This is an optimization exercise on Yosys and OpenROAD, whose aim is small area, not a production implementation. At most, simulation tests tie the RTL to the original design; equivalence was not proved. No functional check of the RTL was part of runs 4 and 5.

--- flow/design.v ---
module PCaddconstant(r, c);
    input [3:0] r;
    output [7:0] c;
    assign c = {~r, r};
endmodule
module PSsubstitutionlayer(sin, sout);
    input [319:0] sin;
    output [319:0] sout;
    wire [63:0] x0 = sin[319:256], x1 = sin[255:192], x2 = sin[191:128],
                x3 = sin[127:64], x4 = sin[63:0];
    wire [63:0] a0 = x0 ^ x4, a1 = x1, a2 = x2 ^ x1, a3 = x3, a4 = x4 ^ x3;
    wire [63:0] c0 = a0 ^ (~a1 & a2);
    wire [63:0] c1 = a1 ^ (~a2 & a3);
    wire [63:0] c2 = a2 ^ (~a3 & a4);
    wire [63:0] c3 = a3 ^ (~a4 & a0);
    wire [63:0] c4 = a4 ^ (~a0 & a1);
    assign sout = {c0 ^ c4, c1 ^ c0, ~c2, c3 ^ c2, c4};
endmodule
module PLlineardiffusion(sin, sout);
    input [319:0] sin;
    output [319:0] sout;
    wire [63:0] x0 = sin[319:256], x1 = sin[255:192], x2 = sin[191:128],
                x3 = sin[127:64], x4 = sin[63:0];
    wire [63:0] b0 = x0 ^ {x0[18:0], x0[63:19]} ^ {x0[27:0], x0[63:28]};
    wire [63:0] b1 = x1 ^ {x1[60:0], x1[63:61]} ^ {x1[38:0], x1[63:39]};
    wire [63:0] b2 = x2 ^ {x2[0:0],  x2[63:1]}  ^ {x2[5:0],  x2[63:6]};
    wire [63:0] b3 = x3 ^ {x3[9:0],  x3[63:10]} ^ {x3[16:0], x3[63:17]};
    wire [63:0] b4 = x4 ^ {x4[6:0],  x4[63:7]}  ^ {x4[40:0], x4[63:41]};
    assign sout = {b0, b1, b2, b3, b4};
endmodule
module Permutation(sin, sout);
    input [319:0] sin;
    output [319:0] sout;
    wire [319:0] d;
    PSsubstitutionlayer P2(sin, d);
    PLlineardiffusion P3(d, sout);
endmodule
module counter(clk, rst, count);
    input clk, rst;
    output reg [6:0] count;
    always @(posedge clk)
        if (rst)
            count <= 7'd1;
        else if (count != 7'd101)
            count <= count + 7'd1;
endmodule
module Ascon_Encryption(count, Encryption, Decryption, Hashing, z,
                        ld, sA, sP, sPad, drep, kK, kF, kT, dsep, byp, clr, en, six);
    input [6:0] count;
    input Encryption, Decryption, Hashing, z;
    output ld, sPad, drep, kK, kF, kT, dsep, byp, clr, six;
    output [3:0] sA, sP, en;
    wire aead = Encryption | Decryption;
    wire [6:0] c = count;
    assign ld    = c == 7'd1;
    assign sA[0] = aead & (c == 7'd13);
    assign sA[1] = aead & (c == 7'd19);
    assign sA[2] = aead & (c == 7'd25);
    assign sA[3] = aead & (c == 7'd31);
    assign sP[0] = aead & (c == 7'd43) | Hashing & ld;
    assign sP[1] = aead & (c == 7'd49) | Hashing & (c == 7'd13);
    assign sP[2] = aead & (c == 7'd55) | Hashing & (c == 7'd25);
    assign sP[3] = aead & (c == 7'd61) | Hashing & (c == 7'd37);
    assign sPad  = aead & ((c == 7'd37) | (c == 7'd67)) | Hashing & (c == 7'd49);
    assign drep  = Decryption & ((c == 7'd43) | (c == 7'd49) | (c == 7'd55) | (c == 7'd61));
    assign kK    = aead & ((c == 7'd13) | (c == 7'd79));
    assign kF    = aead & (c == 7'd67);
    assign kT    = aead & ((c == 7'd80) | (c == 7'd81));
    assign dsep  = aead & (c == 7'd43);
    assign byp   = (c >= 7'd97) | aead & (c >= 7'd79);
    assign clr   = Decryption & (c == 7'd81) & z;
    assign en[0] = aead & (c == 7'd43) | Hashing & (c == 7'd61) | clr;
    assign en[1] = aead & (c == 7'd49) | Hashing & (c == 7'd73) | clr;
    assign en[2] = aead & (c == 7'd55) | Hashing & (c == 7'd85) | clr;
    assign en[3] = aead & (c == 7'd61) | Hashing & (c == 7'd97) | clr;
    assign six   = aead & (c >= 7'd12) & (c < 7'd66);
endmodule
module Ascon_Encryption_upper(clk,rst,Encryption,C,T,Decryption,Hashing,K,N,A,P,Tin);
    input clk, rst, Encryption, Decryption, Hashing;
    input [127:0] K, N, Tin;
    input [255:0] A, P;
    output reg [255:0] C;
    output reg [127:0] T;
    localparam [63:0]  IV  = 64'h80400c0600000000;
    localparam [63:0]  PAD = 64'h8000000000000000;
    localparam [319:0] HIV = 320'hee9398aadb67f03d8bb21831c60f1002b48a92db98d5da6243189921b8f8e3e8348fa5c9d525e140;
    wire [6:0] count;
    counter c1(clk, rst, count);
    reg [191:0] sh;
    reg [3:0] r;
    wire z = |T;
    wire ld, sPad, drep, kK, kF, kT, dsep, byp, clr, six;
    wire [3:0] sA, sP, en;
    Ascon_Encryption A1(count, Encryption, Decryption, Hashing, z,
                        ld, sA, sP, sPad, drep, kK, kF, kT, dsep, byp, clr, en, six);
    wire [63:0] din = {64{sA[0]}} & A[255:192] | {64{sA[1]}} & A[191:128] |
                      {64{sA[2]}} & A[127:64]  | {64{sA[3]}} & A[63:0] |
                      {64{sP[0]}} & P[255:192] | {64{sP[1]}} & P[191:128] |
                      {64{sP[2]}} & P[127:64]  | {64{sP[3]}} & P[63:0] |
                      {64{sPad}} & PAD;
    wire [63:0] s0 = sh[191:128], s1 = sh[127:64], s2 = sh[63:0];
    wire [63:0] y  = (s0 & {64{~clr}}) ^ din;
    wire ldA = ld & ~Hashing, ldH = ld & Hashing;
    wire kx = kF | ldA;
    wire [63:0] u0 = (s0 & {64{~(ld | drep | clr)}}) ^ din ^ ({64{ldA}} & IV) ^ ({64{ldH}} & HIV[319:256]);
    wire [63:0] u1 = (s1 & {64{~ld}}) ^ ({64{kx}} & K[127:64]) ^ ({64{ldH}} & HIV[255:192]);
    wire [63:0] u2 = (s2 & {64{~ld}}) ^ ({64{kx}} & K[63:0])   ^ ({64{ldH}} & HIV[191:128]);
    wire [63:0] u3 = (T[127:64] & {64{~ld}}) ^ ({64{kK}} & K[127:64] | {64{kT}} & Tin[127:64] | {64{ldA}} & N[127:64] | {64{ldH}} & HIV[127:64]);
    wire [63:0] u4 = (T[63:0] & {64{~ld}}) ^ ({64{kK}} & K[63:0] | {64{kT}} & Tin[63:0] | {64{ldA}} & N[63:0] | {64{ldH}} & HIV[63:0]) ^ {63'd0, dsep};
    wire [7:0] rc;
    PCaddconstant P1(r, rc);
    wire [319:0] v;
    Permutation P4({u0, u1, u2 ^ {56'd0, rc}, u3, u4}, v);
    always @(posedge clk) begin
        sh <= v[319:128];
        T  <= byp ? {u3, u4} : v[127:0];
        if (rst)
            r <= 4'd0;
        else if (r == 4'd11)
            r <= six ? 4'd6 : 4'd0;
        else
            r <= r + 4'd1;
        if (en[0]) C[255:192] <= y;
        if (en[1]) C[191:128] <= y;
        if (en[2]) C[127:64]  <= y;
        if (en[3]) C[63:0]    <= y;
    end
endmodule
--- flow/flow/synth.tcl ---
proc abc {args} {
  set i [lsearch -exact $args -script]
  if {$i >= 0} { set args [lreplace $args $i [expr {$i+1}] -script $::env(MY_ABC_SCRIPT)] }
  yosys abc {*}$args
}
source $::env(FLOW_WORK)/synth_recipe.tcl
--- flow/flow/abc_area.script ---
&get -n
&st
&dch
&nf -R 1000
&put
topo
--- flow/standard.sh ---
#!/bin/bash
# synth_recipe.tcl (not shown) runs the flow's synth.tcl, then flattens the netlist and writes it again
# the make line also repeats each setting of config.mk as NAME=value (left out here)
make -C /OpenROAD-flow-scripts/flow DESIGN_CONFIG=/design/flow/config.mk WORK_HOME=/design/flow/orfs CLKGATE_MAP_FILE= SYNTH_SCRIPT=/design/flow/synth_recipe.tcl "${@:-finish}"
--- flow/config.mk ---
export PLATFORM = sky130hd
export DESIGN_NAME = Ascon_Encryption_upper
export DESIGN_NICKNAME = Ascon_Encryption_upper
export VERILOG_FILES = /design/flow/design.v
export SDC_FILE = /design/flow/constraint.sdc
export NUM_CORES = 4
export LEC_CHECK = 0
export CAP_MARGIN = 20
export CORE_MARGIN = 2
export CORE_UTILIZATION = 45
export CTS_BUF_LIST = sky130_fd_sc_hd__clkbuf_16
export CTS_CLUSTER_DIAMETER = 80
export CTS_CLUSTER_SIZE = 30
export PLACE_DENSITY = 0.6
export SLEW_MARGIN = 20
--- flow/constraint.sdc ---
create_clock -name core_clock -period 10.0 [get_ports {clk}]
set_input_delay 2.0000 -clock core_clock [delete_from_list [all_inputs] [get_ports {clk}]]
set_output_delay 2.0000 -clock core_clock [all_outputs]
set_load 0.01 [all_outputs]
--- flow/flow/run.sh ---
#!/bin/bash
set -euo pipefail
W=$(pwd)
export FLOW_WORK="$W"
export MY_ABC_SCRIPT="$W/flow/abc_area.script"
export BUFFER_PORTS_ARGS="-buffer_cell sky130_fd_sc_hd__buf_1"
export PLACE_PINS_ARGS="-min_distance 1 -min_distance_in_tracks"
bash standard.sh SYNTH_SCRIPT="$W/flow/synth.tcl" \
  "BUFFER_PORTS_ARGS=-buffer_cell sky130_fd_sc_hd__buf_1" \
  "PLACE_PINS_ARGS=-min_distance 1 -min_distance_in_tracks" finish > "$W/flow_standard.log" 2>&1
==> results by group, run 1 <==
Outcome
  • Status: no timing/DRC/antenna violations

Worst setup path
  • Crit-path cells: buf_1, or2_0, nand2_1, nand2_2, buf_4, a222oi_1, nand3_1, xnor2_1, mux2i_1, a21oi_1, xnor2_1, xor2_1, xor2_1, xnor2_1, xor2_1
  • CP Launch Type: input port
  • Top delay family on crit path: XOR/XNOR gates
  • Setup crit end kind: flip-flop
  • Max incr delay on CP: 1.02 ns
  • Reg2Reg Depth: 15
  • Levels on crit path: 15
  • Worst EP arrival: about 8.3 ns
  • Required @ worst endpoint: 10.45 ns
  • Crit Path Max Fanout: 30
  • Kind of critical path: in -> reg
  • Slowest CP cell: xor2_1
  • Worst path bufs/invs: 2

Logic synthesis
  • Sequential fraction of the synthesis area: a little under two fifths
  • YS warnings: 2
  • Syn nets: roughly 5000
  • Number of synthesized flops with an enable pin: ~260
  • Post-synthesis cell type count: 39
  • Yosys reg bits: between 500 and 600
  • Main synth FF type: dfxtp_1
  • Ys async rst share: 0%
  • Syn avg cell area: 9.72 um^2
  • Synth Instances: ~4000
  • Synthesized area: approximately 39000 um^2

Timing
  • RSZ-0062 raised after global routing: false
  • Post-route minimum period: around 7.8 ns
  • Final hold slack: between 0.5 and 0.6 ns
  • Final critical-path share of the clock period: 78.1%
  • Final slew viol count: 0
  • Maximum clock rate: around 0.13 GHz
  • Final setup viols: 0
  • Slew HR: 14.4%
  • Final Hold Vio Count: 0
  • Worst slew pin tran: roughly 1.3 ns
  • Setup Skew: 0.0311 ns
  • Final setup TNS: 0 ns

Finish
  • Most common cell after layout, fill and taps aside: buf_1
  • Fillers: between 8000 and 9000
  • Layout Nets: around 6400
  • Commonest non-fill, non-tap cells in the layout: buf_1, xnor2_1, nand2_1
  • Ratio of cells with drive above 1 in the final layout: approximately 3.5%
  • Synth-to-layout area growth: 22.7%

CTS
  • CTS tree: done
  • Cts hold-fix bufs: 0
  • TritonCTS buffer count: 39
  • Post-CTS Setup Inserts: 0
  • Post_cts resized: 0
  • CTS Sinks: roughly 600
  • Latest clock arrival within the worst-skew pair: ~0.63 ns
  • H-tree levels: 2
  • Clock root buffer: clkbuf_16
  • Worst-case clock buffer depth: 3
  • Worst-path clk slew: 0.11 ns

Route
  • Final routed DRC violation total: 0
  • Via count: approximately 40000
  • Vias per std cell: 5.98
  • DR pass1 iterations: 17
  • DR WL/cell: roughly 32 um
  • Final WL: 211000 um
  • Initial drt markers: ~7100
  • Routed Antenna Nets: 0

Die
  • Starting Density: about 45%
  • Core area: 85100 um^2
  • Num ports: 1285
  • DIE AREA: about 88000 um^2
  • Die height: about 300 um
  • Rows: 107
  • DIE WIDTH: between 200 and 300 um

Flow run
  • Max-cap violations: 0

Global routing
  • Antenna violations before repair: 42
  • Vias in the first global route: roughly 36000
  • Congestion Overflow GR: 0
  • Largest net degree at the start of global routing: approximately 180
  • Total GRT Usage: 45.6%
  • First-pass GRT wire length: around 280000 um

Placement
  • PortBufs: between 1000 and 1500
  • Post-DP HPWL: ~170000 um
  • GPL Wtd Cong: between 1 and 1.5

Hold path
  • Hold Path Cell Cnt: 2
  • Hold crit path type: reg -> reg
-- layout make-up --
cell class                 instances  area [um^2]  area share, %
antenna                           48          120          0.254
clock buffer                      41         1030           2.17
clock inverter                    27          407          0.858
inverter                          70          263          0.555
multi-input combinational       3316        24300           51.3
sequential                       587        14300           30.2
tap                             1144         1430           3.02
timing repair buffer            1369         5530           11.7
-- cells in the mapped netlist (all sizes together), types with 4 or more instances --
cell type  count  area [um^2]
a222oi       228         2280
nor3          13         65.1
xor2         454         3980
ha           132         1650
a221o         17          170
and3           4         25.0
nor4          35          219
mux2          11          124
a221oi         4         35.0
a21oi        177          886
o21ai        144          721
edfxtp       256         7690
a31oi         36          225
xnor2        981         8590
nor2          87          327
o211ai         9         67.6
nand4          9         56.3
clkinv        70          263
nand3         29          145
a22oi         52          390
dfxtp        331         6630
a22o           4         35.0
nand2        757         2840
mux2i         69          691
nor2b         22          138
maj3          21          210
-- worst register-to-register path: stages, from the launching register on --
cell and delay, ns:
dfxtp_1 0.35, nor4_1 0.69, nand4_1 0.44, nor4_1 1.08
nand2_1 0.31, nand3_4 0.44, buf_4 0.51, nand2_1 0.26
xnor2_1 0.27, mux2i_1 0.81, xnor2_1 0.24, nand2_1 0.14
xor2_1 0.93, xnor2_2 0.50, xor2_1 0.30, xnor2_1 0.18
-- routing by layer --
layer / wire length [um] / share of wire [%] / vias up / track usage, %
li1: - / - / 16976 / -
met1: 78900 / 37 / 18713 / 57.2
met5: 42 / 0.020 / - / 0
met2: 90300 / 43 / 3098 / 69.0
met3: 21700 / 10 / 709 / 8.84
met4: 19700 / 9.4 / 6 / 35.2
-- state kept, by name, indices dropped and copies added, names as in the netlist --
signal / cells
C: 256
r: 4
sh: 192
c1.count: 7
T: 128
-- final timing paths --
path / startpoint / to / slack, ns
min: c1.count[1]$_SDFFE_PP0P_ / c1.count[1]$_SDFFE_PP0P_ / 0.54
max: Decryption / sh[66]$_DFF_P_ / 2.19
max reg2reg: T[102]$_DFF_P_ / sh[138]$_DFF_P_ / 2.42
min reg2reg: c1.count[1]$_SDFFE_PP0P_ / c1.count[1]$_SDFFE_PP0P_ / 0.54
-- stage by stage --
stage	instances	worst slack, ns	instance area [um^2]	util, %
finish	6602	2.19	47400	55.6
global route	6587	2.24	47300	55.6
CTS	6553	2.44	47300	55.5
detailed placement	6485	1.81	45800	53.8
global placement	6485	1.73	45700	53.7
floorplan	3973	0.338	38600	-
-- logic make-up after synthesis --
group	Yosys count	synth area share, %
xor gates and xnor gates	1435	32.6
and+or+nand+nor	968	10.1
adders and majority gates	153	4.82
buffers and inverters	70	0.681
AOI/OAI and AO/OA	680	12.6
DFF	587	37.1
muxes	80	2.11
==> run 2, diff against run 1 <==
--- a/flow/config.mk
+++ b/flow/config.mk
@@ -6,10 +6,10 @@
 export NUM_CORES = 4
 export LEC_CHECK = 0
-export CAP_MARGIN = 20
+export CAP_MARGIN = 0
 export CORE_MARGIN = 2
 export CORE_UTILIZATION = 45
 export CTS_BUF_LIST = sky130_fd_sc_hd__clkbuf_16
-export CTS_CLUSTER_DIAMETER = 80
-export CTS_CLUSTER_SIZE = 30
+export CTS_CLUSTER_DIAMETER = 100
+export CTS_CLUSTER_SIZE = 24
 export PLACE_DENSITY = 0.6
-export SLEW_MARGIN = 20
+export SLEW_MARGIN = 0
==> run 2 against run 1 <==
Effect of this change: now fails the layout checks on max-capacitance violations, max-slew violations; largest cell class unchanged; cell count is 0.24% lower; count of clock-buffer cells in the layout fell by 10; via count down 0.32%; non-clock buffer count is 1 lower; synthesized area did not move.
==> results by group, run 2 <==
Worst setup path
  • Slowest CP cell: xor2_1
  • Crit-path cells: buf_1, or2_0, nand2_1, nand2_2, buf_4, a222oi_1, nand3_1, xnor2_1, mux2i_1, a21oi_1, xnor2_1, xor2_1, xor2_1, xnor2_1, xor2_1
  • Kind of critical path: in -> reg
  • Max incr delay on CP: around 1.0 ns
  • Crit Path Max Fanout: 30
  • Required @ worst endpoint: 10.51 ns
  • CP Launch Type: input port
  • Setup crit end kind: flip-flop
  • Worst EP arrival: around 8.4 ns

CTS
  • Worst-path clk slew: ~0.10 ns
  • CTS tree: done
  • H-tree levels: 1
  • Latest clock arrival within the worst-skew pair: a little under 0.7 ns
  • Post-CTS Setup Inserts: 0
  • Worst-case clock buffer depth: 3
  • Clock root buffer: clkbuf_16
  • Cts hold-fix bufs: 0
  • CTS Sinks: just under 600
  • Post_cts resized: 0
  • TritonCTS buffer count: 31

Global routing
  • Global routing's busiest layer: met2
  • Grt met1 use: about 56%
  • Met2 usage: around 69%
  • Largest net degree at the start of global routing: 175
  • Total GRT Usage: a little under half
  • Congestion Overflow GR: 0
  • First-pass GRT wire length: between 200000 and 300000 um
  • Vias in the first global route: roughly 36000
  • Met3 Resource Use GR: ~10%
  • Antenna violations before repair: 45

Finish
  • Reg with most FFs: C
  • Most common cell after layout, fill and taps aside: buf_1
  • Commonest non-fill, non-tap cells in the layout: buf_1, xnor2_1, nand2_1
  • Biggest regs: C: 256 flops, sh: 192 flops, T: 128 flops
  • Sequential cell area: around 14000 um^2
  • Max reg flops: 256
  • Layout Nets: about 6400
  • Ratio of cells with drive above 1 in the final layout: 2.82%
  • Synth-to-layout area growth: 21.3%
  • Final Core Density: a little over half
  • Area occupied by multi-input gates: about 24000 um^2
  • Fillers: a little over 8000

Timing
  • Setup Skew: approximately 0.033 ns
  • Final setup TNS: 0 ns
  • Worst slew pin tran: between 1.5 and 2 ns
  • Final critical-path share of the clock period: around four fifths
  • Post-route minimum period: approximately 7.8 ns
  • Final slew viol count: 4
  • Final hold slack: 0.533 ns
  • Maximum clock rate: between 0.1 and 0.15 GHz
  • RSZ-0062 raised after global routing: false
  • Slew HR: -6.41%
  • Final setup viols: 0
  • Final Hold Vio Count: 0

Hold path
  • Hold crit path type: reg -> reg

Placement
  • Post-DP HPWL: approximately 170000 um
  • GPL Wtd Cong: roughly 1.1
  • PortBufs: about 1300

Logic synthesis
  • Yosys reg bits: roughly 600
  • Largest cells by area after synthesis: xnor2_1, edfxtp_1, dfxtp_1
  • Post-synthesis cell type count: 39
  • Number of synthesized flops with an enable pin: around 260
  • Main synth FF type: dfxtp_1
  • Post-synth top area share: ~22%
  • Syn nets: roughly 5000
  • Sequential fraction of the synthesis area: 37.1%
  • Post-synth top cells: xnor2_1, nand2_1, xor2_1
  • YS warnings: 2
  • Most numerous cell in the Yosys netlist: xnor2_1
  • Synthesized area: approximately 39000 um^2
  • Synth Instances: 3973
  • Ys async rst share: 0%
  • Largest area contributor in the netlist: xnor2_1
  • Syn avg cell area: about 9.7 um^2

Route
  • Routed Antenna Nets: 0
  • Initial drt markers: about 7000
  • DR WL/cell: 32.0 um
  • Via count: a little under 40000
  • Final routed DRC violation total: 0
  • Vias per std cell: between 5 and 6
  • DR pass1 iterations: 22
  • Final WL: about 210000 um

Die
  • Num ports: around 1300
  • Die height: approximately 300 um
  • Rows: roughly 110
  • DIE WIDTH: 297 um
  • DIE AREA: 88100 um^2
  • Starting Density: between 40% and 50%
  • Core area: 85100 um^2

Outcome
  • Status: failed layout checks
  • Fail Reasons: max-capacitance violations, max-slew violations

Flow run
  • Max-cap violations: 1
[run 2: final cells by class]
cell class / instances / share of cell area [%]
clock buffers: 31 / 1.66
multi-input cells: 3316 / 51.7
repair buffers: 1368 / 11.8
flip-flops and latches: 587 / 30.6
clock inverters: 26 / 0.396
inverters: 70 / 0.561
diodes: 44 / 0.235
well taps: 1144 / 3.06
[run 2: through the flow]
step,setup WS [ns],std cells,area [um^2]
2_1_floorplan,0.338,3973,38600
3_3_place_gp,1.73,6485,45700
3_5_place_dp,1.75,6485,45700
4_1_cts,2.44,6542,46700
5_1_grt,2.19,6576,46800
6_report,2.15,6586,46800
[run 2: critical path, delay by kind of cell]
| family | cells | cell delay, ns |
|---|---|---|
| XOR/XNOR | 6 | 3.13 |
| AND/OR/NAND/NOR | 4 | 1.41 |
| AO/OA/AOI/OAI | 2 | 0.97 |
| buffers and inverters | 2 | 0.66 |
| multiplexers | 1 | 0.16 |
[run 2: logic make-up after synthesis]
logic type / synth area share, %
compound gates: 12.6
xor+xnor: 32.6
fa+ha+maj: 4.82
buf+inv: 0.681
flops: 37.1
mux: 2.11
simple gates: 10.1
[run 2: final timing paths]
path | from | end | slack [ns] | cells after the start
worst max-delay path | Decryption | sh[66]$_DFF_P_ | 2.15 | 15
worst min-delay path | r[0]$_SDFF_PP0_ | r[0]$_SDFF_PP0_ | 0.53 | 1
worst max register to register | T[102]$_DFF_P_ | sh[138]$_DFF_P_ | 2.27 | 15
worst min register to register | r[0]$_SDFF_PP0_ | r[0]$_SDFF_PP0_ | 0.53 | 1
[run 2: layer usage]
layer | wire length [um] | vias up
met5 | 110 | -
met4 | 19200 | 16
met3 | 22800 | 730
met2 | 91200 | 2987
met1 | 77200 | 18692
li1 | - | 16951
==> run 3, diff against run 2 <==
--- a/flow/config.mk
+++ b/flow/config.mk
@@ -6,10 +6,10 @@
 export NUM_CORES = 4
 export LEC_CHECK = 0
-export CAP_MARGIN = 0
+export CAP_MARGIN = 20
 export CORE_MARGIN = 2
-export CORE_UTILIZATION = 45
+export CORE_UTILIZATION = 52
 export CTS_BUF_LIST = sky130_fd_sc_hd__clkbuf_16
 export CTS_CLUSTER_DIAMETER = 100
 export CTS_CLUSTER_SIZE = 24
-export PLACE_DENSITY = 0.6
-export SLEW_MARGIN = 0
+export PLACE_DENSITY = 0.68
+export SLEW_MARGIN = 20
==> run 3 against run 2 <==
Effect of this change: the run now finishes clean; clock skew grew 0.011 ns; flip-flop and latch count did not move; die area shrank 13%; count of clock-buffer cells in the layout increased by 6; critical path type is now reg -> reg.
==> results by group, run 3 <==
Worst setup path
  • CP Launch Type: flip-flop
  • Critical Path Source: T[96]$_DFF_P_
  • FF-to-FF Start: T[96]$_DFF_P_
  • Reg2Reg Depth: 15
  • Capturing point of the worst reg2reg path: sh[138]$_DFF_P_
  • Required @ worst endpoint: 10.49 ns
  • R2R setup slack: roughly 2.4 ns
  • Crit Path Max Fanout: 38
  • Worst EP arrival: 8.12 ns
  • Kind of critical path: reg -> reg
  • Setup crit end kind: flip-flop

Outcome
  • Status: no timing/DRC/antenna violations

Finish
  • Layout Nets: 6400
  • Synth-to-layout area growth: 20.9%
  • Fillers: roughly 6500
  • Sequential cell area: between 10000 and 15000 um^2
  • Reg with most FFs: C
  • Most common cell after layout, fill and taps aside: buf_1
  • Max reg flops: between 200 and 300
  • Biggest regs: C: 256 flops, sh: 192 flops, T: 128 flops
  • Commonest non-fill, non-tap cells in the layout: buf_1, xnor2_1, nand2_1
  • Ratio of cells with drive above 1 in the final layout: approximately 2.8%
  • Area occupied by multi-input gates: approximately 24000 um^2

Route
  • Top Layer Used: met5
  • Met3 WL: 27300 um
  • DR WL/cell: roughly 32 um
  • Routed Antenna Nets: 0
  • Routed met2 length: between 80000 and 90000 um
  • Via count: roughly 41000
  • Vias per std cell: around 6.4
  • Routed length on met1: 71100 um
  • Final WL: ~210000 um
  • DR pass1 iterations: 17
  • Final routed DRC violation total: 0
  • Initial drt markers: between 7000 and 8000

Timing
  • RSZ-0062 raised after global routing: false
  • Final setup viols: 0
  • Slew HR: about an eighth
  • Post-route minimum period: 7.63 ns
  • Final WS setup: around 2.4 ns
  • Final Hold Vio Count: 0
  • Maximum clock rate: approximately 0.13 GHz
  • Setup Skew: between 0.04 and 0.05 ns
  • Final critical-path share of the clock period: between 70% and 80%
  • Final setup TNS: 0 ns
  • Final slew viol count: 0
  • Worst slew pin tran: about 1.3 ns

Die
  • DIE AREA: 76400 um^2
  • Starting Density: around 53%
  • Num ports: roughly 1300
  • Core area: 73200 um^2
  • Rows: 99
  • DIE WIDTH: about 280 um
  • Die height: between 200 and 300 um

Logic synthesis
  • Synthesized area: slightly below 40000 um^2
  • Yosys reg bits: approximately 590
  • Syn nets: 5006
  • Most numerous cell in the Yosys netlist: xnor2_1
  • Ys async rst share: 0%
  • Post-synth top cells: xnor2_1, nand2_1, xor2_1
  • YS warnings: 2
  • Sequential fraction of the synthesis area: between 30% and 40%
  • Post-synthesis cell type count: 39
  • Number of synthesized flops with an enable pin: roughly 260
  • Main synth FF type: dfxtp_1
  • Synth Instances: 3973
  • Largest cells by area after synthesis: xnor2_1, edfxtp_1, dfxtp_1
  • Post-synth top area share: between 20% and 30%
  • Largest area contributor in the netlist: xnor2_1
  • Syn avg cell area: 9.72 um^2

Placement
  • Setup slack at placement: ~2.1 ns
  • PortBufs: 1284
  • Post-DP HPWL: between 150000 and 200000 um
  • GPL Wtd Cong: about 1.1

CTS
  • Worst-path clk slew: roughly 0.10 ns
  • Worst-case clock buffer depth: 3
  • Post-CTS Setup Inserts: 0
  • Cts hold-fix bufs: 0
  • Clock root buffer: clkbuf_16
  • TritonCTS buffer count: 35
  • CTS Sinks: 587
  • Latest clock arrival within the worst-skew pair: around 0.63 ns
  • CTS tree: done
  • H-tree levels: 2
  • Post_cts resized: 0

Global routing
  • Total GRT Usage: 51.7%
  • Largest net degree at the start of global routing: approximately 250
  • First-pass GRT wire length: between 200000 and 300000 um
  • Vias in the first global route: 37396
  • Congestion Overflow GR: 0
  • Antenna violations before repair: between 50 and 60

Hold path
  • Hold Path Cell Cnt: 2
  • Hold EP: c1.count[1]$_SDFFE_PP0P_
  • Min-delay src: c1.count[1]$_SDFFE_PP0P_
  • Hold crit path type: reg -> reg

Flow run
  • Max-cap violations: 0
run 3: cell type report:
type,instances,area share [%]
multi-input combinational,3316,51.9
sequential,587,30.7
timing repair buffer,1357,11.6
tap,959,2.57
clock buffer,37,1.98
inverter,70,0.563
clock inverter,25,0.456
antenna,53,0.284
run 3: worst max path at each step:
stage	end	slack, ns	cells past startpoint
floorplan	T[126]$_DFF_P_	0.34	12
global placement	T[74]$_DFF_P_	2.18	15
detailed placement	T[74]$_DFF_P_	2.15	15
CTS	T[74]$_DFF_P_	2.75	15
global route	T[74]$_DFF_P_	2.40	15
finish	sh[138]$_DFF_P_	2.37	15
run 3: kinds of logic (layout without fill, tap and decap cells):
family / Yosys count / after routing / share of synthesized area, %
AOI/OAI and AO/OA: 680 / 680 / 12.6
xor gates and xnor gates: 1435 / 1435 / 32.6
adders and majority gates: 153 / 153 / 4.82
buffers and inverters: 70 / 1489 / 0.681
DFF: 587 / 587 / 37.1
muxes: 80 / 80 / 2.11
other: 0 / 53 / 0
and+or+nand+nor: 968 / 968 / 10.1
run 3: per-stage QoR:
stage          util (%)  instances  hold slack (ns)  cell area, um^2
3_3_place_gp       62.0       6289            0.514            45400
6_report           63.8       6404            0.540            46700
3_5_place_dp       62.0       6289            0.521            45400
4_1_cts            63.5       6351            0.532            46500
5_1_grt            63.7       6396            0.557            46700
2_1_floorplan         -       3973            0.461            38600
run 3: worst max-delay path, cell delays in order (launching register included):
cell     delay [ns]
dfxtp_1        0.34
nor4_1         0.72
nand4_1        0.36
nor4_1         1.17
nand2_1        0.36
nand3_4        0.55
buf_4          0.49
nand2_1        0.23
xnor2_1        0.23
mux2i_1        0.70
xnor2_1        0.24
nand2_1        0.10
xor2_1         0.91
xnor2_1        0.61
xor2_1         0.30
xnor2_1        0.18
run 3: metal layers:
| layer | global-route usage (%) | vias to the layer above |
|---|---|---|
| met1 | 61.7 | 18948 |
| met5 | 1.13 | - |
| met4 | 47.2 | 38 |
| met3 | 16.2 | 968 |
| li1 | - | 16952 |
| met2 | 74.1 | 3792 |
==> run 4, diff against run 3 <==
--- a/flow/design.v
+++ b/flow/design.v
@@ -42,5 +42,5 @@
         if (rst)
             count <= 7'd1;
-        else if (count != 7'd101)
+        else if (count != 7'd127)
             count <= count + 7'd1;
 endmodule
--- a/flow/config.mk
+++ b/flow/config.mk
@@ -8,8 +8,8 @@
 export CAP_MARGIN = 20
 export CORE_MARGIN = 2
-export CORE_UTILIZATION = 52
+export CORE_UTILIZATION = 45
 export CTS_BUF_LIST = sky130_fd_sc_hd__clkbuf_16
 export CTS_CLUSTER_DIAMETER = 100
 export CTS_CLUSTER_SIZE = 24
-export PLACE_DENSITY = 0.68
+export PLACE_DENSITY = 0.6
 export SLEW_MARGIN = 20
==> run 4 against run 3 <==
Effect of this change: setup slack improved by 0.072 ns; utilization decreased by 5.1 points; critical path depth unchanged; sequential share of layout area decreased by 2.0 points; register-to-register slack improved by 0.38 ns; via count decreased by 3.1%; global-route usage decreased by 6.2 points; synthesized area decreased by 0.12%; clock skew decreased by 0.0096 ns; synthesized cell count decreased by 1.0%; critical endpoint is now T[22]$_DFF_P_; highest routed layer unchanged.
==> results by group, run 4 <==
Timing
  • Final WS setup: between 2 and 2.5 ns
  • Final slew viol count: 0
  • Post-route minimum period: between 7 and 8 ns
  • Final setup viols: 0
  • Slew HR: between 10% and 20%
  • RSZ-0062 raised after global routing: false
  • Worst slew pin tran: 1.25 ns
  • Final critical-path share of the clock period: about three quarters
  • Setup Skew: approximately 0.035 ns
  • Maximum clock rate: approximately 0.13 GHz
  • Final Hold Vio Count: 0

CTS
  • CTS tree: done
  • Worst-path clk slew: about 0.10 ns
  • Cts hold-fix bufs: 0
  • TritonCTS buffer count: 31
  • Post_cts resized: 0
  • H-tree levels: 1
  • Latest clock arrival within the worst-skew pair: just under 0.7 ns
  • Worst-case clock buffer depth: 3
  • Clock root buffer: clkbuf_16
  • CTS Sinks: slightly below 600
  • Post-CTS Setup Inserts: 0

Placement
  • Dpl cell area: about 49000 um^2
  • Setup slack at placement: roughly 1.9 ns
  • PortBufs: 1284
  • GPL Wtd Cong: ~1.1
  • Post-DP HPWL: between 150000 and 200000 um

Die
  • Starting Density: 45.3%
  • Rows: 107
  • Core area: about 85000 um^2
  • DIE AREA: 88000 um^2
  • Die height: a little under 300 um
  • DIE WIDTH: between 200 and 300 um
  • Num ports: approximately 1300

Logic synthesis
  • Post-synthesis cell type count: 40
  • Synthesized area: ~39000 um^2
  • Synth Instances: 3933
  • Syn avg cell area: 9.80 um^2
  • Post-synth top area share: 19.9%
  • Ys async rst share: 0%
  • Sequential fraction of the synthesis area: 37.1%
  • Most numerous cell in the Yosys netlist: xnor2_1
  • YS warnings: 2
  • Largest cells by area after synthesis: edfxtp_1, xnor2_1, dfxtp_1
  • Largest area contributor in the netlist: edfxtp_1
  • Yosys reg bits: just under 600
  • Syn nets: a little under 5000
  • Number of synthesized flops with an enable pin: 256
  • Main synth FF type: dfxtp_1
  • Post-synth top cells: xnor2_1, nand2_1, xor2_1

Finish
  • Area occupied by multi-input gates: around 28000 um^2
  • Fin area: 49900 um^2
  • Synth-to-layout area growth: 29.4%
  • Most common cell after layout, fill and taps aside: buf_1
  • Layout Nets: roughly 6300
  • Reg with most FFs: C
  • Ratio of cells with drive above 1 in the final layout: around 8.5%
  • Sequential cell area: ~14000 um^2
  • Biggest regs: C: 256 flops, sh: 192 flops, T: 128 flops
  • Commonest non-fill, non-tap cells in the layout: buf_1, xnor2_1, nand2_1
  • Fillers: between 7000 and 8000
  • Max reg flops: 256

Hold path
  • Hold Path Cell Cnt: 1
  • Min-delay src: r[0]$_SDFF_PP0_
  • Hold EP: r[0]$_SDFF_PP0_
  • Hold crit path type: reg -> reg

Route
  • DR pass1 iterations: 22
  • Top Layer Used: met5
  • Initial drt markers: roughly 6000
  • Vias per std cell: between 6 and 7
  • Routed met2 length: between 90000 and 100000 um
  • Routed length on met1: between 70000 and 80000 um
  • Met3 WL: 23700 um
  • Final WL: ~210000 um
  • Via count: 39450
  • Final routed DRC violation total: 0
  • DR WL/cell: around 32 um
  • Routed Antenna Nets: 0

Global routing
  • First-pass GRT wire length: around 280000 um
  • Vias in the first global route: roughly 36000
  • Total GRT Usage: 45.5%
  • Antenna violations before repair: 39
  • Largest net degree at the start of global routing: approximately 170
  • Congestion Overflow GR: 0

Worst setup path
  • Kind of critical path: in -> reg
  • R2R setup slack: roughly 2.8 ns
  • Top delay family on crit path: XOR/XNOR gates
  • CP Launch Type: input port
  • Slowest CP cell: and2_2
  • Worst EP arrival: 8.09 ns
  • Worst path bufs/invs: 3
  • Setup crit end kind: flip-flop
  • Required @ worst endpoint: 10.53 ns
  • Crit Path Max Fanout: between 40 and 50
  • Crit-path cells: buf_1, or2_0, and2_2, o21bai_4, buf_4, buf_4, a222oi_1, xor2_1, xor2_1, xnor2_1, nand2_1, xor2_2, xor2_1, xnor2_1, o21ai_0
  • Most frequent CP cell: xor2_1
  • FF-to-FF Start: T[96]$_DFF_P_
  • Critical Path Source: Encryption
  • Max incr delay on CP: about 0.8 ns
  • Capturing point of the worst reg2reg path: sh[170]$_DFF_P_
  • Reg2Reg Depth: 15

Flow run
  • Max-cap violations: 0

Outcome
  • Status: no timing/DRC/antenna violations
## run 4: cell types whose count changed in the layout (fill, tap and decap cells not counted), moves of 22 or more
cell / before / now
xor2_2: 2 / 96
xnor2_2: 4 / 132
xnor2_1: 977 / 737
nor2_1: 83 / 105
nand2_1: 751 / 692
o21ai_0: 144 / 104
xor2_4: 0 / 64
xor2_1: 452 / 384
a22oi_1: 52 / 76
a221oi_1: 4 / 29
## run 4: layout make-up
type	count	area share (%)
diodes	38	0.191
clock buffers	31	1.56
clock inverters	26	0.384
inverters	60	0.459
multi-input cells	3286	55.1
flip-flops and latches	587	28.7
well taps	1144	2.87
repair buffers	1344	10.7
## run 4: per-layer routing
layer  up-vias  global-route usage (%)
met4         8                    35.3
li1      16714                       -
met1     18855                    56.4
met2      3109                    69.3
met5         -                  0.0554
met3       764                    9.65
## run 4: logic make-up after synthesis
logic type / count (synthesis) / share of synthesized area (%)
xor gates and xnor gates: 1419 / 32.2
muxes: 85 / 2.21
AOI/OAI and AO/OA: 675 / 12.8
adders and majority gates: 165 / 5.14
and+or+nand+nor: 942 / 9.92
DFF: 587 / 37.1
buffers and inverters: 60 / 0.584
## run 4: how the worst max path moves through the flow
stage	endpoint	slack, ns	cells past startpoint
after floorplan	T[127]$_DFF_P_	-0.72	14
after global placement	T[22]$_DFF_P_	1.94	15
after detailed placement	T[22]$_DFF_P_	1.93	15
after CTS	T[22]$_DFF_P_	2.61	15
after global routing	T[22]$_DFF_P_	2.35	15
final	T[22]$_DFF_P_	2.44	15
## run 4: metrics by stage
step / hold slack [ns] / cells / util (%) / setup TNS, ns
2_1_floorplan: 0.461 / 3933 / - / -86.74
3_3_place_gp: 0.496 / 6421 / 57.4 / 0
3_5_place_dp: 0.496 / 6421 / 57.4 / 0
4_1_cts: 0.522 / 6478 / 58.6 / 0
5_1_grt: 0.551 / 6508 / 58.6 / 0
6_report: 0.520 / 6516 / 58.7 / 0
==> run 5, diff against run 4 <==
--- a/flow/config.mk
+++ b/flow/config.mk
@@ -12,4 +12,5 @@
 export CTS_CLUSTER_DIAMETER = 100
 export CTS_CLUSTER_SIZE = 24
+export GPL_TIMING_DRIVEN = 0
 export PLACE_DENSITY = 0.6
 export SLEW_MARGIN = 20
==> run 5 against run 4 <==
Effect of this change: cell count increased by 0.23%; hold slack got worse by 0.0040 ns; design area increased by 1.7%; via count decreased by 1.9%; global-route usage decreased by 2.0 points; register-to-register slack got worse by 0.15 ns; flip-flop and latch count unchanged.
==> results by group, run 5 <==
Timing
  • Setup Skew: approximately 0.032 ns
  • Final Hold Vio Count: 0
  • Final setup viols: 0
  • Final hold slack: 0.516 ns
  • Worst slew pin tran: about 1.2 ns
  • Final critical-path share of the clock period: about three quarters
  • RSZ-0062 raised after global routing: false
  • Slew HR: 17.3%
  • Post-route minimum period: 7.44 ns
  • Final slew viol count: 0
  • Final WS setup: around 2.6 ns
  • Maximum clock rate: between 0.1 and 0.15 GHz

Outcome
  • Status: no timing/DRC/antenna violations

Route
  • Initial drt markers: ~5400
  • Via count: 38685
  • Final WL: between 200000 and 250000 um
  • DR WL/cell: a little over 30 um
  • Vias per std cell: between 5 and 6
  • Routed Antenna Nets: 0
  • DR pass1 iterations: 22
  • Final routed DRC violation total: 0

CTS
  • Post_cts resized: 0
  • Post-CTS Setup Inserts: 0
  • CTS tree: done
  • Worst-path clk slew: 0.10 ns
  • Worst-case clock buffer depth: 3
  • CTS Sinks: about 600
  • H-tree levels: 2
  • Latest clock arrival within the worst-skew pair: 0.62 ns
  • TritonCTS buffer count: 35
  • Cts hold-fix bufs: 0
  • Clock root buffer: clkbuf_16

Worst setup path
  • CP Launch Type: input port
  • Setup crit end kind: flip-flop
  • Crit-path cells: buf_1, nor2_1, nor2_4, buf_12, buf_12, a222oi_1, nand3_1, a221oi_1, xnor2_1, nand2_1, o21ai_1, xor2_1, nand2_1, xor2_2, xor2_2, xnor2_1, xnor2_1
  • Crit Path Max Fanout: 34
  • Required @ worst endpoint: 10.48 ns
  • Slowest CP cell: a221oi_1
  • Most frequent CP cell: xnor2_1
  • Max incr delay on CP: about 0.75 ns
  • Worst EP arrival: roughly 7.9 ns
  • Kind of critical path: in -> reg

Logic synthesis
  • Syn avg cell area: 9.80 um^2
  • Post-synth top area share: about a fifth
  • Most numerous cell in the Yosys netlist: xnor2_1
  • Yosys reg bits: 587
  • Synthesized area: 38600 um^2
  • Syn nets: 4966
  • Synth Instances: 3933
  • Largest area contributor in the netlist: edfxtp_1
  • Main synth FF type: dfxtp_1
  • Number of synthesized flops with an enable pin: approximately 260
  • Post-synthesis cell type count: 40
  • Largest cells by area after synthesis: edfxtp_1, xnor2_1, dfxtp_1
  • Ys async rst share: 0%
  • Sequential fraction of the synthesis area: 37.1%
  • YS warnings: 2
  • Post-synth top cells: xnor2_1, nand2_1, xor2_1

Die
  • DIE WIDTH: roughly 300 um
  • Rows: approximately 110
  • DIE AREA: slightly below 90000 um^2
  • Core area: around 85000 um^2
  • Starting Density: approximately 45%
  • Die height: just under 300 um
  • Num ports: 1285

Global routing
  • Total GRT Usage: a little over two fifths
  • Congestion Overflow GR: 0
  • Vias in the first global route: roughly 36000
  • Largest net degree at the start of global routing: 81
  • First-pass GRT wire length: roughly 270000 um
  • Antenna violations before repair: 46

Placement
  • Post-DP HPWL: ~170000 um
  • GPL Wtd Cong: around 1.0
  • Setup slack at placement: between 2 and 2.5 ns
  • PortBufs: about 1300

Finish
  • Most common cell after layout, fill and taps aside: buf_1
  • Biggest regs: C: 256 flops, sh: 192 flops, T: 128 flops
  • Synth-to-layout area growth: 31.6%
  • Reg with most FFs: C
  • Final Core Density: between 50% and 60%
  • Layout Nets: about 6300
  • Ratio of cells with drive above 1 in the final layout: 8.71%
  • Commonest non-fill, non-tap cells in the layout: buf_1, xnor2_1, nand2_1
  • Max reg flops: 256

Hold path
  • Hold crit path type: reg -> reg

Flow run
  • Max-cap violations: 0
-- run 5: cell count changes in the layout (fill, tap and decap cells not counted), moves of 12 or more --
cell     change
diode_2     +12
buf_4       -49
buf_16      +19
buf_12      +17
-- run 5: path summary, 6_finish.rpt --
| kind | depth (start not counted) | start | end | slack, ns |
|---|---|---|---|---|
| worst min register to register | 1 | r[0]$_SDFF_PP0_ | r[0]$_SDFF_PP0_ | 0.52 |
| worst max register to register | 16 | T[96]$_DFF_P_ | sh[128]$_DFF_P_ | 2.60 |
| worst min-delay path | 1 | r[0]$_SDFF_PP0_ | r[0]$_SDFF_PP0_ | 0.52 |
| worst max-delay path | 17 | Decryption | sh[128]$_DFF_P_ | 2.56 |
-- run 5: per-layer routing --
metal  global-route usage, %  vias to the layer above  wire, um
met5                   0.333                        -       116
met4                    30.2                       16     15800
met3                    9.19                      674     21000
met2                    67.8                     2710     89100
met1                    54.1                    18535     74600
li1                        -                    16750         -
-- run 5: cell families (layout without fill, tap and decap cells) --
family                     after synthesis  in the layout  synth area share [%]
muxes                                   85             85                  2.21
xor gates and xnor gates              1419           1419                  32.2
and+or+nand+nor                        942            942                  9.92
other                                    0             50                     0
AOI/OAI and AO/OA                      675            675                  12.8
buffers and inverters                   60           1464                 0.584
adders and majority gates              165            165                  5.14
DFF                                    587            587                  37.1
-- run 5: cell type report --
type,count,area [um^2]
Inverter,60,229
Timing Repair Buffer,1340,5950
Clock inverter,28,225
Clock buffer,36,901
Multi-Input combinational cell,3286,27600
Antenna cell,50,125
Fill cell,7787,34300
Tap cell,1144,1430
Sequential cell,587,14300
-- run 5: worst max-delay path: cells and delay by family --
family / cells / cell delay [ns]
xor gates and xnor gates: 6 / 2.40
AOI/OAI and AO/OA: 3 / 1.62
and+or+nand+nor: 5 / 1.24
buffers and inverters: 3 / 0.55
-- run 5: through the flow --
step | area [um^2] | cells | TNS, ns
final | 50700 | 6531 | 0
after global routing | 50700 | 6517 | 0
after CTS | 50600 | 6481 | 0
after detailed placement | 49500 | 6417 | 0
after global placement | 48100 | 6361 | -2748.36
after floorplan | 41900 | 3933 | -86.74
==> run 6, diff against run 5 <==
--- a/flow/design.v
+++ b/flow/design.v
@@ -42,5 +42,5 @@
         if (rst)
             count <= 7'd1;
-        else if (count != 7'd127)
+        else if (count != 7'd101)
             count <= count + 7'd1;
 endmodule
--- a/flow/config.mk
+++ b/flow/config.mk
@@ -12,5 +12,4 @@
 export CTS_CLUSTER_DIAMETER = 100
 export CTS_CLUSTER_SIZE = 24
-export GPL_TIMING_DRIVEN = 0
 export PLACE_DENSITY = 0.6
 export SLEW_MARGIN = 20
==> run 6 against run 5 <==
Effect of this change: still clean on timing, DRC and antenna; wire length grew 5.0%; flip-flop and latch count did not move; non-clock buffer count rose by 29; design area is 7.5% lower; critical path depth down 2; global-route usage increased by 1.9 points; count of clock-buffer cells in the layout is 5 lower; synthesized cell count increased by 1.0%; sequential share of layout area grew 2.3 points; hold slack gained 0.021 ns; critical endpoint is now sh[66]$_DFF_P_; largest cell class unchanged; highest routed layer unchanged.
==> results by group, run 6 <==
Hold path
  • Hold crit path type: reg -> reg
  • Hold Path Cell Cnt: 1
  • Hold EP: r[0]$_SDFF_PP0_
  • Min-delay src: r[0]$_SDFF_PP0_

Timing
  • Final Hold Vio Count: 0
  • Final critical-path share of the clock period: between 70% and 80%
  • Slew HR: roughly an eighth
  • Setup Skew: just under 0.03 ns
  • Final setup viols: 0
  • Final slew viol count: 0
  • Maximum clock rate: 0.129 GHz
  • Worst slew pin tran: 1.30 ns
  • Final setup TNS: 0 ns
  • Final WS setup: 2.22 ns
  • RSZ-0062 raised after global routing: false
  • Post-route minimum period: slightly below 8 ns

Logic synthesis
  • Sequential fraction of the synthesis area: a little under two fifths
  • Synth Area in Simple Gates: roughly 10%
  • Largest family of logic cells by synthesized area: XOR/XNOR gates
  • Post-synth top cells: xnor2_1, nand2_1, xor2_1
  • Main synth FF type: dfxtp_1
  • Synth Instances: 3973
  • Yosys reg bits: a little under 600
  • Number of synthesized flops with an enable pin: 256
  • Syn avg cell area: about 10 um^2
  • Post-Synth XOR/XNOR Area: between 30% and 40%
  • Mux cell area share after synthesis: 2.11%
  • Post-synth top area share: 22.3%
  • Largest area contributor in the netlist: xnor2_1
  • Largest cells by area after synthesis: xnor2_1, edfxtp_1, dfxtp_1
  • Most numerous cell in the Yosys netlist: xnor2_1
  • Post-synthesis adder-cell area fraction: ~4.8%
  • Post-synthesis compound-gate area fraction: about an eighth
  • Syn nets: approximately 5000
  • Post-synthesis cell type count: 39
  • Ys async rst share: 0%
  • YS warnings: 2
  • Synthesized area: about 39000 um^2

Global routing
  • Largest net degree at the start of global routing: approximately 180
  • Congestion Overflow GR: 0
  • Antenna violations before repair: 45
  • Total GRT Usage: ~45%
  • First-pass GRT wire length: 284000 um
  • Vias in the first global route: ~36000

Worst setup path
  • CP Launch Type: input port
  • Setup crit end kind: flip-flop
  • FF-to-FF Start: T[102]$_DFF_P_
  • Kind of critical path: in -> reg
  • Crit Path Max Fanout: 30
  • Worst EP arrival: 8.30 ns
  • R2R setup slack: approximately 2.5 ns
  • Required @ worst endpoint: around 11 ns
  • Capturing point of the worst reg2reg path: sh[163]$_DFF_P_
  • Reg2Reg Depth: 16

Finish
  • Post-Layout Cell Count: ~6600
  • Ratio of cells with drive above 1 in the final layout: under 10%
  • Sequential cell area: 14300 um^2
  • Most common cell after layout, fill and taps aside: buf_1
  • Fillers: 8246
  • Synth-to-layout area growth: 21.6%
  • Layout Nets: between 6000 and 7000
  • Area occupied by multi-input gates: ~24000 um^2
  • Fin area: ~47000 um^2
  • Reg with most FFs: C
  • Max reg flops: 256
  • Commonest non-fill, non-tap cells in the layout: buf_1, xnor2_1, nand2_1
  • Biggest regs: C: 256 flops, sh: 192 flops, T: 128 flops

Flow run
  • Max-cap violations: 0

CTS
  • Worst-path clk slew: approximately 0.11 ns
  • Post-CTS Setup Inserts: 0
  • Worst-case clock buffer depth: 3
  • Post_cts resized: 0
  • TritonCTS buffer count: 31
  • CTS tree: done
  • H-tree levels: 1
  • Cts hold-fix bufs: 0
  • CTS Sinks: 587
  • Latest clock arrival within the worst-skew pair: between 0.6 and 0.7 ns
  • Clock root buffer: clkbuf_16

Route
  • Initial drt markers: between 6000 and 7000
  • DR WL/cell: between 30 and 40 um
  • Final WL: approximately 210000 um
  • Routed Antenna Nets: 0
  • Via count: 39425
  • Vias per std cell: about 6.0
  • Final routed DRC violation total: 0
  • DR pass1 iterations: 14

Die
  • Starting Density: 45.3%
  • Core area: around 85000 um^2
  • Rows: around 110
  • Die height: 297 um
  • DIE WIDTH: 297 um
  • Num ports: approximately 1300
  • DIE AREA: 88100 um^2

Placement
  • Post-DP HPWL: 172000 um
  • Dpl cell area: between 40000 and 50000 um^2
  • Placed Cells incl. Taps: between 6000 and 7000
  • PortBufs: roughly 1300
  • Setup slack at placement: 1.81 ns
  • GPL Wtd Cong: approximately 1.1

Outcome
  • Status: no timing/DRC/antenna violations
## run 6: final cells by class
| cell class | count | share of cell area, % |
|---|---|---|
| clock inverters | 27 | 0.469 |
| flip-flops and latches | 587 | 30.5 |
| clock buffers | 31 | 1.65 |
| diodes | 46 | 0.245 |
| multi-input cells | 3316 | 51.8 |
| well taps | 1144 | 3.05 |
| inverters | 70 | 0.560 |
| repair buffers | 1369 | 11.8 |
## run 6: logic make-up (layout without fill, tap and decap cells)
logic type / after synthesis / after routing
multiplexers: 80 / 80
AND/OR/NAND/NOR: 968 / 968
other: 0 / 46
AO/OA/AOI/OAI: 680 / 680
buffers and inverters: 70 / 1497
XOR/XNOR: 1435 / 1435
flip-flops: 587 / 587
adder cells (fa/ha/maj): 153 / 153
## run 6: worst max path at each step
stage                     slack [ns]  depth (start not counted)                startpoint             end
after floorplan                 0.34                         12  c1.count[6]$_SDFFE_PP0P_  T[126]$_DFF_P_
final                           2.22                         15                Decryption  sh[66]$_DFF_P_
after global placement          1.73                         15                Decryption  sh[66]$_DFF_P_
after global routing            2.27                         15                Decryption  sh[66]$_DFF_P_
after detailed placement        1.81                         15                Decryption  sh[66]$_DFF_P_
after CTS                       2.50                         15                Decryption  sh[66]$_DFF_P_
## run 6: routing by layer
metal,track usage [%],wire length (um),share of wire (%)
met1,56.8,78300,37
met2,68.9,90200,43
met3,9.14,22400,11
met4,34.9,19700,9.4
met5,0,48,0.023
## run 6: worst max-delay path: stages
cell      delay, ns
buf_1          0.16
or2_0          0.45
nand2_1        0.24
nand2_2        0.51
buf_4          0.48
a222oi_1       0.45
nand3_1        0.19
xnor2_1        0.36
mux2i_1        0.16
a21oi_1        0.50
xnor2_1        0.26
xor2_1         0.53
xor2_1         1.06
xnor2_1        0.28
xor2_1         0.61
## run 6: through the flow
step | hold slack [ns] | utilization [%]
final | 0.537 | 55.1
after global routing | 0.543 | 55.1
after CTS | 0.528 | 55.0
after detailed placement | 0.508 | 53.8
after global placement | 0.496 | 53.7
after floorplan | 0.461 | -
==> run 7, diff against run 6 <==
==> flow/flow/run.sh (replaced) <==
#!/bin/bash
# Own layout flow: the standard ORFS flow (standard.sh) with these changes:
#  * IO pins may sit one routing track apart (place_pins -min_distance 1 track), so the
#    1285 ports do not set the die size;
#  * the port buffers that placement inserts on every input and output are buf_1 cells;
#  * floorplan does not size up gates for timing before placement (REMOVE_ABC_BUFFERS=1:
#    there, unplaced high-fanout nets look slow and make it upsize hundreds of gates).
# Each tool's full output is in orfs/logs/ (ORFS) and flow_*.log here.
set -euo pipefail
W=$(pwd)
export FLOW_WORK="$W"
export MY_ABC_SCRIPT="$W/flow/abc_area.script"
export BUFFER_PORTS_ARGS="-buffer_cell sky130_fd_sc_hd__buf_1"
export PLACE_PINS_ARGS="-min_distance 1 -min_distance_in_tracks"
export REMOVE_ABC_BUFFERS=1
bash standard.sh SYNTH_SCRIPT="$W/flow/synth.tcl" \
  "BUFFER_PORTS_ARGS=-buffer_cell sky130_fd_sc_hd__buf_1" \
  "PLACE_PINS_ARGS=-min_distance 1 -min_distance_in_tracks" REMOVE_ABC_BUFFERS=1 finish > "$W/flow_standard.log" 2>&1
==> run 7 against run 6 <==
Effect of this change: register-to-register slack worse by 0.04 ns; maximum frequency up 2.8%; critical endpoint is now sh[117]$_DFF_P_; die area unchanged.
==> results by group, run 7 <==
CTS
  • Worst-path clk slew: about 0.090 ns
  • CTS tree: done
  • Post-CTS Setup Inserts: 0
  • CTS Sinks: between 500 and 600
  • TritonCTS buffer count: 37
  • Worst-case clock buffer depth: 3
  • Latest clock arrival within the worst-skew pair: 0.64 ns
  • Cts hold-fix bufs: 0
  • Post_cts resized: 0
  • H-tree levels: 2
  • Clock root buffer: clkbuf_16

Placement
  • Dpl cell area: 45700 um^2
  • Post-DP HPWL: between 150000 and 200000 um
  • PortBufs: between 1000 and 1500
  • GPL Wtd Cong: around 1.1

Flow run
  • Max-cap violations: 0

Worst setup path
  • Capturing point of the worst reg2reg path: sh[117]$_DFF_P_
  • Crit Path Max Fanout: 34
  • FF-to-FF Start: T[98]$_DFF_P_
  • Worst EP arrival: 8.00 ns
  • Top delay family on crit path: simple AND/OR/NAND/NOR gates
  • Kind of critical path: reg -> reg
  • Crit-path cells: nor4_1, nand4_1, nor4_1, nand2_1, nand3_4, nor2b_4, buf_4, nand2_1, xnor2_1, xnor2_1, xnor2_1, xor2_1, xnor2_1, xnor2_1
  • Setup crit end kind: flip-flop
  • CP Launch Type: flip-flop
  • Reg2Reg Depth: 14
  • R2R setup slack: ~2.4 ns
  • Required @ worst endpoint: ~10 ns
  • Worst path bufs/invs: 1
  • Slowest CP cell: nor4_1
  • Max incr delay on CP: approximately 1.1 ns
  • Most frequent CP cell: xnor2_1

Die
  • DIE WIDTH: approximately 300 um
  • Core area: between 80000 and 90000 um^2
  • Die height: about 300 um
  • DIE AREA: ~90000 um^2
  • Rows: ~110
  • Num ports: 1285
  • Starting Density: 45.3%

Global routing
  • Antenna violations before repair: 53
  • Largest net degree at the start of global routing: approximately 140
  • Total GRT Usage: 45.8%
  • Congestion Overflow GR: 0
  • First-pass GRT wire length: between 200000 and 300000 um
  • Vias in the first global route: 36501

Route
  • DR pass1 iterations: 14
  • Final WL: 213000 um
  • Final routed DRC violation total: 0
  • Vias per std cell: 5.97
  • Routed Antenna Nets: 0
  • Via count: ~39000
  • DR WL/cell: 32.2 um
  • Initial drt markers: around 6500

Timing
  • RSZ-0062 raised after global routing: false
  • Setup Skew: between 0.03 and 0.04 ns
  • Worst slew pin tran: about 1.3 ns
  • Final setup TNS: 0 ns
  • Final slew viol count: 0
  • Slew HR: between 10% and 20%
  • Final setup viols: 0
  • Post-route minimum period: ~7.6 ns
  • Maximum clock rate: about 0.13 GHz
  • Final critical-path share of the clock period: between 70% and 80%
  • Final hold slack: ~0.53 ns
  • Final Hold Vio Count: 0

Finish
  • Commonest non-fill, non-tap cells in the layout: buf_1, xnor2_1, nand2_1
  • Fin area: between 40000 and 50000 um^2
  • Ratio of cells with drive above 1 in the final layout: between 3 and 4%
  • Most common cell after layout, fill and taps aside: buf_1
  • Synth-to-layout area growth: 21.8%
  • Reg with most FFs: C
  • Biggest regs: C: 256 flops, sh: 192 flops, T: 128 flops
  • Layout Nets: 6410
  • Max reg flops: ~260
  • Final Core Density: a little under three fifths

Logic synthesis
  • Post-synthesis cell type count: 39
  • YS warnings: 2
  • Largest area contributor in the netlist: xnor2_1
  • Sequential fraction of the synthesis area: a little under two fifths
  • Syn avg cell area: roughly 9.7 um^2
  • Synthesized area: 38600 um^2
  • Synth Instances: 3973
  • Post-synth top area share: 22.3%
  • Yosys reg bits: approximately 590
  • Most numerous cell in the Yosys netlist: xnor2_1
  • Main synth FF type: dfxtp_1
  • Number of synthesized flops with an enable pin: around 260
  • Post-synth top cells: xnor2_1, nand2_1, xor2_1
  • Ys async rst share: 0%
  • Largest cells by area after synthesis: xnor2_1, edfxtp_1, dfxtp_1

Hold path
  • Min-delay src: r[0]$_SDFF_PP0_
  • Hold EP: r[0]$_SDFF_PP0_
  • Hold Path Cell Cnt: 1
  • Hold crit path type: reg -> reg

Outcome
  • Status: no timing/DRC/antenna violations
-- run 7: routing by layer --
layer	track usage [%]	vias up	share of wire, %
li1	-	16972	-
met1	55.9	18772	37
met4	37.6	14	9.7
met5	0	-	0.034
met3	10.8	729	11
met2	68.9	2908	43
-- run 7: cells by family after synthesis --
| group | after synthesis | share of synthesized area (%) |
|---|---|---|
| flops | 587 | 37.1 |
| xor+xnor | 1435 | 32.6 |
| mux | 80 | 2.11 |
| simple gates | 968 | 10.1 |
| fa+ha+maj | 153 | 4.82 |
| compound gates | 680 | 12.6 |
| buf+inv | 70 | 0.681 |
-- run 7: worst max-delay path by stage --
stage,cells after the start,from,to
floorplan,14,c1.count[3]$_SDFFE_PP0P_,T[102]$_DFF_P_
global placement,16,Decryption,T[19]$_DFF_P_
detailed placement,16,Decryption,sh[171]$_DFF_P_
CTS,14,T[98]$_DFF_P_,sh[117]$_DFF_P_
global route,16,T[98]$_DFF_P_,T[55]$_DFF_P_
finish,14,T[98]$_DFF_P_,sh[117]$_DFF_P_
-- run 7: worst register-to-register path: stages, from the launching register on --
cell and delay, ns:
dfxtp_1 0.38, nor4_1 0.78, nand4_1 0.40, nor4_1 1.08, nand2_1 0.31, nand3_4 0.49
nor2b_4 0.25, buf_4 0.30, nand2_1 0.13, xnor2_1 0.82, xnor2_1 0.28, xnor2_1 0.34
xor2_1 0.63, xnor2_1 0.37, xnor2_1 0.83
-- run 7: area by class of cell --
class | count | area (um^2)
Tap cell | 1144 | 1430
Clock inverter | 30 | 259
Multi-Input combinational cell | 3316 | 24200
Clock buffer | 37 | 926
Antenna cell | 49 | 123
Inverter | 70 | 263
Fill cell | 8265 | 38100
Timing Repair Buffer | 1365 | 5490
Sequential cell | 587 | 14300
-- run 7: per-stage QoR --
| stage | cells | worst slack [ns] |
|---|---|---|
| finish | 6598 | 2.43 |
| floorplan | 3973 | -5.42 |
| global placement | 6481 | 2.46 |
| CTS | 6549 | 2.84 |
| detailed placement | 6482 | 2.39 |
| global route | 6590 | 2.70 |

-- what the ideal ports hide --
No port has a modelled driver above. Below, the same layouts with a new extraction and two added sets of constraints. Step 1 sets driving cells, clkbuf_16 on the clock port and buf_2 on the other inputs (assumed; they add their load-dependent delay and slew). Step 2 adds t to the input delays and takes it off the output delays; t is the mean of the earliest and latest rising clock arrival at the registers after step 1. Input paths then give back, and output paths get back, about the clock's delay inside the block. a / b / c = no drivers / after step 1 / after step 2; a / b = the first two.
run | t, ns | slack for setup (ns) | clock arrival spread, ns | worst register clock-pin slew, ns
run 1 | 0.700 | 2.190 / 2.236 / 1.536 | 0.031 / 0.031 | 0.12 / 0.12
run 2 | 0.752 | 2.153 / 2.196 / 1.445 | 0.033 / 0.033 | 0.12 / 0.12
run 3 | 0.683 | 2.365 / 2.365 / 1.732 | 0.045 / 0.046 | 0.11 / 0.11
run 4 | 0.746 | 2.437 / 2.446 / 1.700 | 0.034 / 0.035 | 0.12 / 0.12
run 5 | 0.682 | 2.563 / 2.575 / 1.893 | 0.032 / 0.032 | 0.11 / 0.11
run 6 | 0.757 | 2.218 / 2.261 / 1.504 | 0.029 / 0.030 | 0.12 / 0.12
run 7 | 0.694 | 2.428 / 2.428 / 2.116 | 0.037 / 0.037 | 0.11 / 0.11
For run 4, which loses most, drivers alone change the setup slack by +0.009 ns; drivers and shift together by -0.737 ns.
